This is an optimization exercise on Yosys and OpenROAD, whose aim is small area, a short achievable clock period and few clock cycles per item, not a production implementation.

==> flow/design.v <==
module RSA_decrypt #(parameter WIDTH = 8)(
    input                clk,
    input                rst_n,
    input                start,
    input  [2*WIDTH-1:0] c,
    input  [2*WIDTH-1:0] d,
    input  [2*WIDTH-1:0] n,
    output [2*WIDTH-1:0] m_decrypted,
    output reg           finish
);
localparam IDLE  = 3'd0;
localparam NORM  = 3'd1;
localparam STEP  = 3'd2;
localparam CONV  = 3'd3;
localparam SHIFT = 3'd4;
localparam OP_INIT = 2'd0;
localparam OP_SQ   = 2'd1;
localparam OP_MUL  = 2'd2;
localparam OP_FIX  = 2'd3;
reg  [2:0]  state;
reg  [1:0]  op;
reg  [16:0] r;       
reg  [15:0] a;       
reg  [15:0] nn;      
reg  [16:0] dd;      
reg  [3:0]  k;       
reg  [3:0]  j;       
reg         xb;      
reg         lst;     
reg  [18:0] ws, wc;  
reg         pend;    
assign m_decrypted = r[15:0];
wire [4:0]  eg   = ws[18:14] & wc[18:14];
wire [4:0]  ep   = ws[18:14] ^ wc[18:14];
wire [4:0]  ecy;
assign ecy[0] = 1'b0;
assign ecy[1] = eg[0];
assign ecy[2] = eg[1] | (ep[1] & eg[0]);
assign ecy[3] = eg[2] | (ep[2] & eg[1]) | (ep[2] & ep[1] & eg[0]);
assign ecy[4] = eg[3] | (ep[3] & eg[2]) | (ep[3] & ep[2] & eg[1]) | (ep[3] & ep[2] & ep[1] & eg[0]);
wire [4:0]  west = ep ^ ecy;
wire signed [4:0] ws5 = west;
wire        n14  = nn[14];
wire        qz_e = (west[4:1] == 4'b1111);           
wire        qp_e = !west[4];                         
wire        q2_e = n14 ? ((ws5 < -5'sd5) || (ws5 >= 5'sd4)) : ((ws5 < -5'sd4) || (ws5 >= 5'sd3));
wire        fixs = (op == OP_FIX);                   
wire        addn  = fixs ? r[16] : (!qz_e && !qp_e && !q2_e);    
wire        add2n = !fixs && !qp_e && q2_e;                      
wire        subn  = !fixs && qp_e && !q2_e;                      
wire        sub2n = !fixs && qp_e && q2_e;                       
wire [18:0] x1   = {ws[17:0], 1'b0};
wire [18:0] x2   = {wc[17:0], 1'b0};
wire [18:0] x3   = {{2{r[16]}}, r} & {19{xb}};
wire [18:0] s1   = x1 ^ x2 ^ x3;
wire [18:0] c1   = {(x1[17:0] & x2[17:0]) | (x1[17:0] & x3[17:0]) | (x2[17:0] & x3[17:0]), 1'b0};
wire [18:0] n2   = {2'b00, nn, 1'b0};
wire [18:0] n4   = {1'b0, nn, 2'b00};
wire [18:0] mm   = ({19{addn}} & n2) | ({19{add2n}} & n4) | ({19{subn}} & ~n2) | ({19{sub2n}} & ~n4);
wire [18:0] c1i  = {c1[18:2], pend, subn | sub2n};    
wire [18:0] p2   = s1 ^ c1i;
wire [18:0] g2   = s1 & c1i;
wire [18:0] o2   = s1 | c1i;
wire [18:0] s2   = p2 ^ mm;
wire [18:0] c2   = {(mm[17:0] & o2[17:0]) | g2[17:0], 1'b0};
wire [16:0] vsum = ws[17:1] + wc[17:1];
wire [3:0]  jend  = (op == OP_SQ) ? k : 4'd0;
wire [3:0]  jn    = j - 4'd1;
wire        xnext = (op == OP_SQ) ? r[jn] : (op == OP_MUL) ? a[jn] : 1'b0;
wire        dlast = (dd[15:0] == 16'h8000);
reg  [3:0]  amsb;
integer i;
always @(*) begin
    amsb = 4'd0;
    for (i = 0; i < 16; i = i + 1)
        if (a[i]) amsb = i;
end
wire        go_mul = (state == CONV) && (op != OP_FIX) && dd[16];
wire        go_fix = (state == CONV) && (op != OP_FIX) && !dd[16] && dlast;
wire        go_sq  = (state == CONV) && (op != OP_FIX) && !dd[16] && !dlast;
wire        cv     = (state == CONV) || (state == SHIFT);
wire        ldneg  = cv && go_sq && vsum[16];
wire        ldx1   = cv && (go_sq ? vsum[15] : go_mul ? a[amsb] : 1'b1);
wire [18:0] rx     = {{2{vsum[16]}}, vsum};
always @(posedge clk) begin
    if (state == STEP) begin
        ws   <= s2;
        wc   <= c2;
        pend <= 1'b0;
    end else begin
        ws   <= rx & {19{ldx1}};
        wc   <= {~rx[17:0], 1'b1} & {19{ldneg}};
        pend <= ldneg;
    end
end
always @(posedge clk) begin
    case (state)
    NORM: begin
        j   <= k + {3'b000, !nn[15]};
        xb  <= 1'b1;
        lst <= 1'b0;
    end
    CONV: begin
        if (go_mul) begin
            j   <= amsb - 4'd1;
            xb  <= (amsb != 4'd0) & a[amsb - 4'd1];
            lst <= (amsb == 4'd0);
        end else if (go_sq) begin
            j   <= 4'd14;
            xb  <= vsum[14];
            lst <= 1'b0;
        end else begin
            j   <= jn;
            xb  <= 1'b0;
            lst <= 1'b1;
        end
    end
    default: begin
        j   <= jn;
        xb  <= (j != jend) & xnext;
        lst <= (j == jend);
    end
    endcase
end
always @(posedge clk or negedge rst_n) begin
    if (!rst_n) begin
        state  <= IDLE;
        finish <= 1'b0;
    end else begin
        finish <= 1'b0;
        case (state)
        IDLE:  if (start) state <= NORM;
        NORM:  if ((nn[15] | nn[14]) & (dd[16] | dd[15])) state <= STEP;
        STEP:  if (lst) state <= CONV;
        CONV:  begin
            if (op == OP_FIX) begin
                if (k == 4'd0) begin state <= IDLE; finish <= 1'b1; end
                else state <= SHIFT;
            end else state <= STEP;
        end
        SHIFT: if (k == 4'd1) begin state <= IDLE; finish <= 1'b1; end
        default: state <= IDLE;
        endcase
    end
end
always @(posedge clk) begin
    case (state)
    IDLE: begin                  
        r  <= {1'b0, c};
        a  <= c;
        nn <= n;
        dd <= {d, 1'b1};
        k  <= 4'd0;
    end
    NORM: begin
        if (!nn[15]) begin
            nn <= {nn[14:0], 1'b0};
            k  <= k + 4'd1;
        end
        if (!dd[16]) dd <= {dd[15:0], 1'b0};
        if ((nn[15] | nn[14]) & (dd[16] | dd[15])) begin
            dd[16] <= 1'b0;
            op     <= OP_INIT;
        end
    end
    CONV: begin
        r <= vsum;
        if (go_mul) begin
            dd[16] <= 1'b0;
            op     <= OP_MUL;
        end else if (go_fix) begin
            op     <= OP_FIX;
        end else if (go_sq) begin
            dd     <= {dd[15:0], 1'b0};
            op     <= OP_SQ;
        end
    end
    SHIFT: begin
        r <= vsum;
        k <= k - 4'd1;
    end
    default: ;
    endcase
end
endmodule
export LEC_CHECK = 0
export ABC_AREA = 1
export CAP_MARGIN = 20
export CORE_MARGIN = 2
export CORE_UTILIZATION = 40
export CTS_BUF_LIST = sky130_fd_sc_hd__clkbuf_4 sky130_fd_sc_hd__clkbuf_8
export SETUP_SLACK_MARGIN = 2.3
export SLEW_MARGIN = 20
create_clock -name core_clock -period 5.5 [get_ports {clk}]
standard.sh (not shown) runs the stock make flow with config.mk's settings and CLKGATE_MAP_FILE= SYNTH_SCRIPT=/design/flow/synth_recipe.tcl, a recipe that flattens the netlist after the stock synthesis.
==> flow/flow/run.sh <==
#!/bin/bash
set -e
export BUFFER_PORTS_ARGS="-buffer_cell sky130_fd_sc_hd__buf_1"
bash standard.sh > standard.log 2>&1
The first run finished with timing, DRC and antenna clean.
Edit:
--- a/flow/design.v
+++ b/flow/design.v
@@ -78,9 +78,10 @@
 wire        go_mul = (state == CONV) && (op != OP_FIX) && dd[16];
 wire        go_fix = (state == CONV) && (op != OP_FIX) && !dd[16] && dlast;
 wire        go_sq  = (state == CONV) && (op != OP_FIX) && !dd[16] && !dlast;
+wire        fdone  = (op == OP_FIX) || (go_fix && !vsum[16]);
 wire        cv     = (state == CONV) || (state == SHIFT);
 wire        ldneg  = cv && go_sq && vsum[16];
-wire        ldx1   = cv && (go_sq ? vsum[15] : go_mul ? a[amsb] : 1'b1);
+wire        ldx1   = cv && (go_sq ? vsum[15] : go_mul ? (a != 16'd0) : 1'b1);
 wire [18:0] rx     = {{2{vsum[16]}}, vsum};
 always @(posedge clk) begin
     if (state == STEP) begin
@@ -93,35 +94,6 @@
         pend <= ldneg;
     end
 end
-always @(posedge clk) begin
-    case (state)
-    NORM: begin
-        j   <= k + {3'b000, !nn[15]};
-        xb  <= 1'b1;
-        lst <= 1'b0;
-    end
-    CONV: begin
-        if (go_mul) begin
-            j   <= amsb - 4'd1;
-            xb  <= (amsb != 4'd0) & a[amsb - 4'd1];
-            lst <= (amsb == 4'd0);
-        end else if (go_sq) begin
-            j   <= 4'd14;
-            xb  <= vsum[14];
-            lst <= 1'b0;
-        end else begin
-            j   <= jn;
-            xb  <= 1'b0;
-            lst <= 1'b1;
-        end
-    end
-    default: begin
-        j   <= jn;
-        xb  <= (j != jend) & xnext;
-        lst <= (j == jend);
-    end
-    endcase
-end
 always @(posedge clk or negedge rst_n) begin
     if (!rst_n) begin
         state  <= IDLE;
@@ -133,7 +105,7 @@
         NORM:  if ((nn[15] | nn[14]) & (dd[16] | dd[15])) state <= STEP;
         STEP:  if (lst) state <= CONV;
         CONV:  begin
-            if (op == OP_FIX) begin
+            if (fdone) begin
                 if (k == 4'd0) begin state <= IDLE; finish <= 1'b1; end
                 else state <= SHIFT;
             end else state <= STEP;
@@ -161,6 +133,18 @@
         if ((nn[15] | nn[14]) & (dd[16] | dd[15])) begin
             dd[16] <= 1'b0;
             op     <= OP_INIT;
+            j      <= k + {3'b000, !nn[15]};
+            xb     <= 1'b1;
+            lst    <= 1'b0;
+        end
+    end
+    STEP: begin
+        if (j == jend) begin
+            lst <= 1'b1;
+            xb  <= 1'b0;
+        end else begin
+            j   <= jn;
+            xb  <= xnext;
         end
     end
     CONV: begin
@@ -168,11 +152,19 @@
         if (go_mul) begin
             dd[16] <= 1'b0;
             op     <= OP_MUL;
-        end else if (go_fix) begin
+            j      <= amsb - 4'd1;
+            xb     <= (amsb != 4'd0) & a[amsb - 4'd1];
+            lst    <= (amsb == 4'd0);
+        end else if (go_fix && vsum[16]) begin
             op     <= OP_FIX;
+            xb     <= 1'b0;
+            lst    <= 1'b1;
         end else if (go_sq) begin
             dd     <= {dd[15:0], 1'b0};
             op     <= OP_SQ;
+            j      <= 4'd14;
+            xb     <= vsum[14];
+            lst    <= 1'b0;
         end
     end
     SHIFT: begin
Setup slack is better by 0.17 ns.
Via count decreases by 2.4%.
Routed wire length drops by 4.6%.
Die area hardly moves.
Global-route usage went down by 0.27 points.
Area after synthesis goes up by 0.30%.
Utilization drops by 2.4 points.
Function was not checked in any run of this note: the RTL went through the layout flow alone.

-- re-timing with driven ports --
The flow's constraints put no driver on any port. The routed layouts listed below were extracted and timed again, unchanged, in two steps. Step 1, drivers: a clkbuf_16 drives clk and a buf_2 each remaining input, both assumed. Step 2 also shifts input and output timing later by t, the mid clock arrival at the registers, as if the neighbouring blocks saw the same clock. Three values: no drivers, after step 1, after step 2; two values: the first two.
run | t (ns) | setup slack, ns | hold WS [ns] | worst setup path at the end | worst register clock-pin slew, ns
the first run | 0.492 | 2.241 / 2.241 / 2.241 | 0.467 / 0.447 / 0.479 | register to register | 0.08 / 0.08
the second run | 0.490 | 2.411 / 2.411 / 2.411 | 0.470 / 0.449 / 0.563 | register to register | 0.08 / 0.08
After both steps setup and hold are still met in every run listed.
